Background: an optimization exercise with open tools, aiming at small area, a short achievable clock period and few clock cycles. Do not read the settings as production practice.
Function was checked by simulation only, so behaviour that the tests miss may differ from the original.

== JK ==
// ahb_lite_fir_filter
module ahb_lite_fir_filter(
    input logic clk,
    input logic n_rst,
    input logic hsel,
    input logic [3:0] haddr,
    input logic hsize,
    input logic [1:0] htrans,
    input logic hwrite,
    input logic [15:0] hwdata,
    output logic [15:0] hrdata,
    output logic hresp
);
clock: 10.0 ns
lec_check: 0
abc_area: 1
cap_margin: 30
core_margin: 2
core_utilization: 55
cts_cluster_diameter: 100
cts_cluster_size: 25
gpl_routability_driven: 0
setup_slack_margin: 5
slew_margin: 30
tns_end_percent: 100
standard.sh (not shown) runs the stock make flow with config.mk's settings and CLKGATE_MAP_FILE= SYNTH_SCRIPT=/design/flow/synth_recipe.tcl, a recipe that flattens the netlist after the stock synthesis.
==> flow/flow/run.sh <==
#!/bin/bash
set -euo pipefail
bash standard.sh \
    "BUFFER_PORTS_ARGS=-buffer_cell sky130_fd_sc_hd__buf_2" \
    MATCH_CELL_FOOTPRINT=0 \
    SETUP_SLACK_MARGIN=5.3 \
    finish > orfs_make.log 2>&1
Testbench counts of JK, summed over its fixed seeds: cycles 2,696.
#### Input delta (MS over JK)
- GPL_ROUTABILITY_DRIVEN: 0 -> unset
- GPL_TIMING_DRIVEN: unset -> 0
## What came out
- MS vs JK: met3 routed wirelength up in MS
- The period utilization reported for MS is smaller than that of JK by 0.16 points.
- Final clock skew ended up 0.0050 ns higher on MS than on JK.
- Fmax ends up lower on JK.
[inputs] AL vs MS
- GPL_TIMING_DRIVEN removed (was 0)
==> flow/flow/run.sh <==
#!/bin/bash
set -euo pipefail
bash standard.sh \
    "BUFFER_PORTS_ARGS=-buffer_cell sky130_fd_sc_hd__buf_2" \
    MATCH_CELL_FOOTPRINT=0 \
    SETUP_SLACK_MARGIN=5.5 \
    finish > orfs_make.log 2>&1
## What came out
In AL, the proportion of cell area occupied by registers came out 0.71 points below the value in MS.
AL — fraction of layout cells with a size suffix above 1 2.8 points higher, MS as reference
For the register-to-register setup slack, AL came in 0.19 ns higher than MS did.
Reported for MS and AL, critical path depth turned out identical to the last digit.
Post-route standard cell area excluding fillers for AL is higher than for MS.
From MS to AL, count of cell types in the netlist did not move at all.
AL vs MS — worst setup slack rose 0.075 ns.

ahb_lite_fir_filter, a different RTL version from the one above (not shown whole).
For scale: ~2500 cells after synthesis, about 280 flip-flops, about 44 I/O pins.
==> flow/design.v (excerpt) <==
module ahb_lite_fir_filter(
    input logic clk,
    input logic n_rst,
    input logic hsel,
    input logic [3:0] haddr,
    input logic hsize,
    input logic [1:0] htrans,
    input logic hwrite,
    input logic [15:0] hwdata,
    output logic [15:0] hrdata,
    output logic hresp
);
Settings: LEC_CHECK=0, CAP_MARGIN=20, CORE_MARGIN=2, CORE_UTILIZATION=40, SLEW_MARGIN=20; clock period 10.0 ns.
run.sh (not shown) runs the stock make flow with config.mk's settings and CLKGATE_MAP_FILE= SYNTH_SCRIPT=/design/flow/synth_recipe.tcl, a recipe that flattens the netlist after the stock synthesis.
Stock flow here: none of the scripts above is used.
Testbench counts at the start, summed over its fixed seeds: cycles 2,696.
Then changed:
Settings changed: SETUP_SLACK_MARGIN set to 5, TNS_END_PERCENT set to 100.
The new run finished with timing, DRC and antenna clean; cell area climbs by 13%; global-route usage climbs by 2.1 points; clock skew hardly moves; core utilization rose by 6.0 points; die area is unchanged; register-to-register slack gains 1.9 ns; flip-flop and latch count stays the same; final cell count rose by 5.9%; worst setup slack gains 1.9 ns.

Setup of job 101:
RTL: one of the versions met above, not the one the previous note started from.
For scale: about 2500 cells after synthesis, roughly 22000 um^2 of cells after synthesis.
export LEC_CHECK = 0
export ABC_AREA = 1
export CAP_MARGIN = 30
export CORE_MARGIN = 2
export CORE_UTILIZATION = 55
export CTS_CLUSTER_DIAMETER = 100
export CTS_CLUSTER_SIZE = 30
export SETUP_SLACK_MARGIN = 5
export SLEW_MARGIN = 30
export TNS_END_PERCENT = 100
create_clock -name core_clock -period 10.0 [get_ports {clk}]
standard.sh (not shown) runs the stock make flow with config.mk's settings and CLKGATE_MAP_FILE= SYNTH_SCRIPT=/design/flow/synth_recipe.tcl, a recipe that flattens the netlist after the stock synthesis.
==> flow/flow/run.sh <==
#!/bin/bash
set -euo pipefail
bash standard.sh \
    "BUFFER_PORTS_ARGS=-buffer_cell sky130_fd_sc_hd__buf_2" \
    MATCH_CELL_FOOTPRINT=0 \
    SETUP_SLACK_MARGIN=5.3 \
    finish > orfs_make.log 2>&1
Testbench counts of job 101, summed over its fixed seeds: cycles 2,696.
#### Input delta (job 102 over job 101)
# job 101
export LEC_CHECK = 0
export ABC_AREA = 1
export CAP_MARGIN = 30
export CORE_MARGIN = 2
export CORE_UTILIZATION = 55
export CTS_CLUSTER_DIAMETER = 100
export CTS_CLUSTER_SIZE = 30
export SETUP_SLACK_MARGIN = 5
export SLEW_MARGIN = 30
export TNS_END_PERCENT = 100
create_clock -name core_clock -period 10.0 [get_ports {clk}]
# job 102
export LEC_CHECK = 0
export ABC_AREA = 1
export CAP_MARGIN = 30
export CORE_MARGIN = 2
export CORE_UTILIZATION = 62
export CTS_CLUSTER_DIAMETER = 100
export CTS_CLUSTER_SIZE = 25
export SETUP_SLACK_MARGIN = 5
export SLEW_MARGIN = 30
export TNS_END_PERCENT = 100
create_clock -name core_clock -period 10.0 [get_ports {clk}]
==> flow/flow/run.sh <==
#!/bin/bash
# The standard layout (the standard.sh) with these changes:
#  - synthesis is synth_recipe.tcl unchanged except that ABC maps the logic
#    with flow/abc.script (more area recovery) instead of ORFS's abc script;
#    registers are untouched (ABC runs without -dff),
#  - port buffers are buf_2 cells instead of the delay buffers buffer_ports
#    picks by default,
#  - timing repair may resize a cell to one with a different footprint,
set -euo pipefail
work=$PWD
{
    head -n 1 synth_recipe.tcl
    echo "proc abc {args} { set i [lsearch -exact \$args -script]; if {\$i >= 0} { lset args [expr {\$i + 1}] $work/flow/abc.script }; yosys abc {*}\$args }"
    tail -n +2 synth_recipe.tcl
} > synth_custom.tcl
bash standard.sh \
    "SYNTH_SCRIPT=$work/synth_custom.tcl" \
    "BUFFER_PORTS_ARGS=-buffer_cell sky130_fd_sc_hd__buf_2" \
    MATCH_CELL_FOOTPRINT=0 \
    SETUP_SLACK_MARGIN=5.3 \
    finish > orfs_make.log 2>&1
==> flow/flow/abc.script (new file) <==
strash
dch -f
map -a
strash
dch -f
map -a
topo
stime -c
buffer -c
upsize -c
dnsize -c
Findings:
- Job 102 ended with every stage complete and zero timing, DRC or antenna violations.
- Highest-delay cell along the critical path: sky130_fd_sc_hd__dfrtp_1 -> job 101, sky130_fd_sc_hd__a32o_1 -> job 102
- Compared with job 101, in job 102 sequential cell area in the final layout saw little to no change, non-clock buffer total of the final layout up about 2.4%, total half-perimeter wirelength after legalization and detailed placement moved down.
#### Input delta (job 103 over job 102)
# job 102
export LEC_CHECK = 0
export ABC_AREA = 1
export CAP_MARGIN = 30
export CORE_MARGIN = 2
export CORE_UTILIZATION = 62
export CTS_CLUSTER_DIAMETER = 100
export CTS_CLUSTER_SIZE = 25
export SETUP_SLACK_MARGIN = 5
export SLEW_MARGIN = 30
export TNS_END_PERCENT = 100
create_clock -name core_clock -period 10.0 [get_ports {clk}]
# job 103
export LEC_CHECK = 0
export ABC_AREA = 1
export CAP_MARGIN = 30
export CORE_MARGIN = 2
export CORE_UTILIZATION = 55
export CTS_CLUSTER_DIAMETER = 100
export CTS_CLUSTER_SIZE = 25
export SETUP_SLACK_MARGIN = 5
export SLEW_MARGIN = 30
export TNS_END_PERCENT = 100
create_clock -name core_clock -period 10.0 [get_ports {clk}]
diff --git a/flow/flow/run.sh b/flow/flow/run.sh
--- a/flow/flow/run.sh
+++ b/flow/flow/run.sh
@@ -18,4 +18,4 @@
     "BUFFER_PORTS_ARGS=-buffer_cell sky130_fd_sc_hd__buf_2" \
     MATCH_CELL_FOOTPRINT=0 \
-    SETUP_SLACK_MARGIN=5.3 \
+    SETUP_SLACK_MARGIN=5.4 \
     finish > orfs_make.log 2>&1
--- outcome ---
- Changes observed in job 103 relative to job 102: iteration-0 DRC count of the detailed router went down by 3.9%, clock buffer count in the final layout went down by 1.
- Job 103 vs job 102 — routed wire length climbed by a few percent

run A:
Another version of the RTL of ahb_lite_fir_filter (not shown whole).
Size: ~44 I/O pins, about 0.022 mm² of cells after synthesis.
export LEC_CHECK = 0
export ABC_AREA = 1
export CAP_MARGIN = 30
export CORE_MARGIN = 2
export CORE_UTILIZATION = 62
export CTS_CLUSTER_DIAMETER = 100
export CTS_CLUSTER_SIZE = 28
export SETUP_SLACK_MARGIN = 5
export SLEW_MARGIN = 30
export TNS_END_PERCENT = 100
create_clock -name core_clock -period 10.0 [get_ports {clk}]
==> flow/flow/run.sh <==
#!/bin/bash
set -euo pipefail
bash standard.sh \
    "BUFFER_PORTS_ARGS=-buffer_cell sky130_fd_sc_hd__buf_2" \
    MATCH_CELL_FOOTPRINT=0 \
    SETUP_SLACK_MARGIN=5.3 \
    finish > orfs_make.log 2>&1
Run A finished end to end and its layout was clean on timing, DRC and antenna.
Testbench counts of run A, summed over its fixed seeds: cycles 2,696.
Changes in run B relative to run A:
Settings: changing CTS_CLUSTER_SIZE from 28 to 25; changing CORE_UTILIZATION from 62 to 55.
==> flow/flow/run.sh <==
#!/bin/bash
set -euo pipefail
bash standard.sh \
    "BUFFER_PORTS_ARGS=-buffer_cell sky130_fd_sc_hd__buf_1" \
    MATCH_CELL_FOOTPRINT=0 \
    SETUP_SLACK_MARGIN=5.3 \
    finish > orfs_make.log 2>&1
Global-route track usage on met2: run B < run A. Compared to run A, run B has final setup slack of the worst path 0.057 ns higher. Run B vs. run A: row count shows an increase of 5.9%, clock network contribution to total cell area increased 0.30 points. Run B ended up with a higher maximum frequency than run A did.
For run C, these inputs were changed with respect to run B:
Settings: CORE_UTILIZATION changed from 55 to 62; CTS_CLUSTER_SIZE changed from 25 to 28.
==> flow/run.sh (new file) <==
#!/bin/bash
# synth_recipe.tcl (not shown) runs the flow's synth.tcl, then flattens the netlist and writes it again
# the make line also repeats each setting of config.mk as NAME=value (left out here)
make -C /OpenROAD-flow-scripts/flow DESIGN_CONFIG=/design/flow/config.mk WORK_HOME=/design/flow/orfs CLKGATE_MAP_FILE= SYNTH_SCRIPT=/design/flow/synth_recipe.tcl finish
removed: flow/flow/run.sh
removed: flow/standard.sh
Findings:
Looking at the reports, run C completed the entire flow and the layout it produced met the timing, design-rule and antenna checks.
Looking at global-route usage, run C sits 1.5 points higher than run B does.
In run C, the final cell count without fillers came out about 3.7% below the value in run B.
From run B to run C, cell count of the worst reg-to-reg path did not move at all.
The inputs of run D differ from those of run C as listed below.
Settings: swapping 62 for 55 in CORE_UTILIZATION; swapping 28 for 25 in CTS_CLUSTER_SIZE; clearing ABC_AREA, which used to be 1.
==> flow/flow/run.sh (new file) <==
#!/bin/bash
set -euo pipefail
bash standard.sh \
    "BUFFER_PORTS_ARGS=-buffer_cell sky130_fd_sc_hd__buf_2" \
    MATCH_CELL_FOOTPRINT=0 \
    SETUP_SLACK_MARGIN=5.3 \
    finish > orfs_make.log 2>&1
==> flow/standard.sh (new file) <==
#!/bin/bash
# synth_recipe.tcl (not shown) runs the flow's synth.tcl, then flattens the netlist and writes it again
# the make line also repeats each setting of config.mk as NAME=value (left out here)
make -C /OpenROAD-flow-scripts/flow DESIGN_CONFIG=/design/flow/config.mk WORK_HOME=/design/flow/orfs CLKGATE_MAP_FILE= SYNTH_SCRIPT=/design/flow/synth_recipe.tcl "${@:-finish}"
removed: flow/run.sh
### Flow results
Run D vs run C: number of iterations in the first detailed-routing pass up
Run D vs run C, worst setup path startpoint: filt.s2[3]$_DFF_PN0_ vs haddr[3]
Diff run C and run D: multi-input gate share of the layout cell area lower in run C
Run D | stages: all done | timing, DRC, antenna: all pass
Compared with run C, run D shows a lower area share of fa/ha/maj cells after synthesis.
On detailed-route wire length: between run C and run D, it ends up lower for run C.
| area of all placed cells without fillers | run D vs run C | 5.6% higher |
The final reports for run D and run C show pre-CTS setup slack higher in the former.

## what the ideal ports hide
The flow's constraints put no driver on any port. The routed layouts listed below were extracted and timed again, unchanged, in two steps. Step 1 assumes that a clkbuf_16 drives the clock port and a buf_2 every other input. Step 2 adds t to the input delays and takes it off the output delays; t is the mean of the earliest and latest rising clock arrival at the registers after step 1. Input paths then give back, and output paths get back, about the clock's delay inside the block. a / b / c = ideal ports / drivers / drivers and shift; a / b = the first two.
run | shift t [ns] | setup slack, ns | worst register clock-pin slew, ns
JK | 0.602 | 5.335 / 5.305 / 5.316 | 0.10 / 0.10
MS | 0.581 | 5.351 / 5.330 / 5.330 | 0.10 / 0.10
AL | 0.609 | 5.427 / 5.377 / 5.377 | 0.11 / 0.11
the first run of note 2 | 0.651 | 0.690 / 0.690 / 0.690 | 0.07 / 0.07
the second run of note 2 | 0.625 | 2.585 / 2.585 / 2.585 | 0.07 / 0.07
job 101 | 0.596 | 5.327 / 5.264 / 5.323 | 0.12 / 0.12
job 102 | 0.604 | 5.316 / 5.280 / 5.293 | 0.10 / 0.10
job 103 | 0.611 | 5.400 / 5.354 / 5.354 | 0.11 / 0.11
run A | 0.586 | 5.164 / 5.131 / 5.131 | 0.12 / 0.12
run B | 0.605 | 5.221 / 5.190 / 5.190 | 0.11 / 0.11
run C | 0.589 | 5.045 / 5.005 / 5.022 | 0.11 / 0.11
run D | 0.589 | 5.308 / 5.308 / 5.308 | 0.11 / 0.11
After both steps every run listed still meets setup and hold. For AL, which loses most, drivers alone change the setup slack by -0.050 ns; drivers and shift together by -0.050 ns.
